Source: an optimization exercise on an open RTL-to-GDS flow (aim: small area and a short achievable clock period). Production flows keep margins and buffers that such runs may drop. RTL that was checked went through simulation tests only; none was proved equivalent to the original. The flow treats the clock pin as an ideal source. Dropping or thinning the clock tree relies on that and would not hold on a real chip. Power and IR drop assume default switching activity.

// adders_top
module adders_top (
    input  wire        clk,
    input  wire        rst_n,
    input  wire        a_bit_in,            
    input  wire        b_bit_in,            
    input  wire        cin_in,              
    input  wire        start_in,            
    output reg  [63:0] sum_out,
    output reg         cout_out,
    output wire        ready_out            
);
    reg       s_q;
    reg       c;
    reg [6:0] cnt;
    reg       busy;
    reg       ready_q;
    wire load_cin = (cnt == 7'd62);
    wire last     = (cnt == 7'd127);
    always @(posedge clk) begin
        s_q      <= a_bit_in ^ b_bit_in ^ c;
        c        <= load_cin ? cin_in : ((a_bit_in & b_bit_in) | (c & (a_bit_in | b_bit_in)));
        sum_out  <= {s_q, sum_out[63:1]};
        cout_out <= c;
    end
    always @(posedge clk) begin
        if (busy)
            cnt <= cnt + 7'd1;
        else
            cnt <= 7'd62;
    end
    always @(posedge clk or negedge rst_n) begin
        if (!rst_n) begin
            busy    <= 1'b0;
            ready_q <= 1'b0;
        end else begin
            busy    <= busy ? !last : start_in;
            ready_q <= busy & last;
        end
    end
    assign ready_out = ready_q;
endmodule
==> module adders_top, before the edit <==
module adders_top (
    input  wire        clk,
    input  wire        rst_n,
    input  wire        a_bit_in,            
    input  wire        b_bit_in,            
    input  wire        cin_in,              
    input  wire        start_in,            
    output reg  [63:0] sum_out,
    output reg         cout_out,
    output wire        ready_out            
);
    reg       s_q;
    reg       c;
    reg [6:0] cnt;
    reg       busy;
    reg       ready_q;
    wire load_cin = (cnt == 7'd62);
    wire last     = (cnt == 7'd127);
    always @(posedge clk) begin
        s_q      <= a_bit_in ^ b_bit_in ^ c;
        c        <= load_cin ? cin_in : ((a_bit_in & b_bit_in) | (c & (a_bit_in | b_bit_in)));
        sum_out  <= {s_q, sum_out[63:1]};
        cout_out <= c;
    end
    always @(posedge clk) begin
        if (busy)
            cnt <= cnt + 7'd1;
        else
            cnt <= 7'd62;
    end
    always @(posedge clk or negedge rst_n) begin
        if (!rst_n) begin
            busy    <= 1'b0;
            ready_q <= 1'b0;
        end else begin
            busy    <= busy ? !last : start_in;
            ready_q <= busy & last;
        end
    end
    assign ready_out = ready_q;
endmodule
clock: 4.0 ns
lec_check: 0
cap_margin: 20
core_margin: 2
core_utilization: 40
slew_margin: 20
standard.sh (not shown) runs the stock make flow with config.mk's settings and CLKGATE_MAP_FILE= SYNTH_SCRIPT=/design/flow/synth_recipe.tcl, a recipe that flattens the netlist after the stock synthesis.
==> flow/flow/run.sh <==
#!/bin/bash
set -euo pipefail
HERE=$(pwd)
bash standard.sh BUFFER_PORTS_ARGS="-buffer_cell sky130_fd_sc_hd__buf_1" \
  POST_CTS_TCL="$HERE/flow/clock.tcl" finish > standard.log 2>&1
Other scripts of this flow, unchanged in this note and not shown: flow/flow/clock.tcl
Next try:
--- a/flow/design.v
+++ b/flow/design.v
@@ -263,26 +263,30 @@
     output reg  [63:0] sum_out,
     output reg         cout_out,
     output wire        ready_out            
 );
+    localparam [6:0] SEED = 7'b0010101;    
     reg       s_q;
+    reg       ci;
     reg       c;
     reg [6:0] cnt;
     reg       busy;
     reg       ready_q;
-    wire load_cin = (cnt == 7'd62);
-    wire last     = (cnt == 7'd127);
+    wire first = cnt[3] & !cnt[2] & cnt[1] & cnt[0];    
+    wire last  = cnt[6] & !cnt[5] & cnt[1] & !cnt[0];   
+    wire c_in = first ? ci : c;
     always @(posedge clk) begin
-        s_q      <= a_bit_in ^ b_bit_in ^ c;
-        c        <= load_cin ? cin_in : ((a_bit_in & b_bit_in) | (c & (a_bit_in | b_bit_in)));
+        ci       <= cin_in;
+        s_q      <= a_bit_in ^ b_bit_in ^ c_in;
+        c        <= (a_bit_in & b_bit_in) | (c_in & (a_bit_in | b_bit_in));
+        cout_out <= c;
         sum_out  <= {s_q, sum_out[63:1]};
-        cout_out <= c;
     end
     always @(posedge clk) begin
         if (busy)
-            cnt <= cnt + 7'd1;
+            cnt <= {cnt[5:0], cnt[6] ^ cnt[0]};
         else
-            cnt <= 7'd62;
+            cnt <= SEED;
     end
     always @(posedge clk or negedge rst_n) begin
         if (!rst_n) begin
             busy    <= 1'b0;
After rerunning: Fmax climbs slightly. Critical path depth drops by 2. Clock skew hardly moves. Clock power climbs by a few percent. Sequential power climbs by a little under a tenth. Die area drops by a few percent. Setup slack improved by 0.029 ns. Area after synthesis drops by a few percent. Via count drops by a little under a tenth. First-iteration DRC count drops by well over a third. Worst hold slack is about the same. Flip-flop and latch count climbs by 1. Wire length drops slightly. Power climbs by a little under a tenth.
The RTL of the second run of this note was laid out without a check of its function. No run of this note takes its clock network from TritonCTS; it comes from the design's own scripts or RTL.

==> what the ideal ports hide <==
The flow's constraints put no driver on any port. The routed layouts listed below were extracted and timed again, unchanged, in two steps. Step 1 sets driving cells, clkbuf_16 on the clock port and buf_2 on the other inputs (assumed; they add their load-dependent delay and slew). Step 2 moves the port delays by t, midway between the first and last clock arrival at a register: inputs arrive t later, outputs are due t later. That takes back most of the time a late clock gives input paths. a / b / c = no drivers / after step 1 / after step 2; a / b = the first two.
| run | t (ns) | setup slack, ns | worst setup path after step 2 | worst data-port slew with drivers (ns) |
|---|---|---|---|---|
| the first run | 0.206 | 2.491 / 2.487 / 2.334 | input to register | 0.03 |
| the second run | 0.206 | 2.520 / 2.451 / 2.401 | input to register | 0.03 |
After both steps setup and hold are still met in every run listed. For the first run, which loses most, drivers alone change the setup slack by -0.004 ns; drivers and shift together by -0.157 ns.
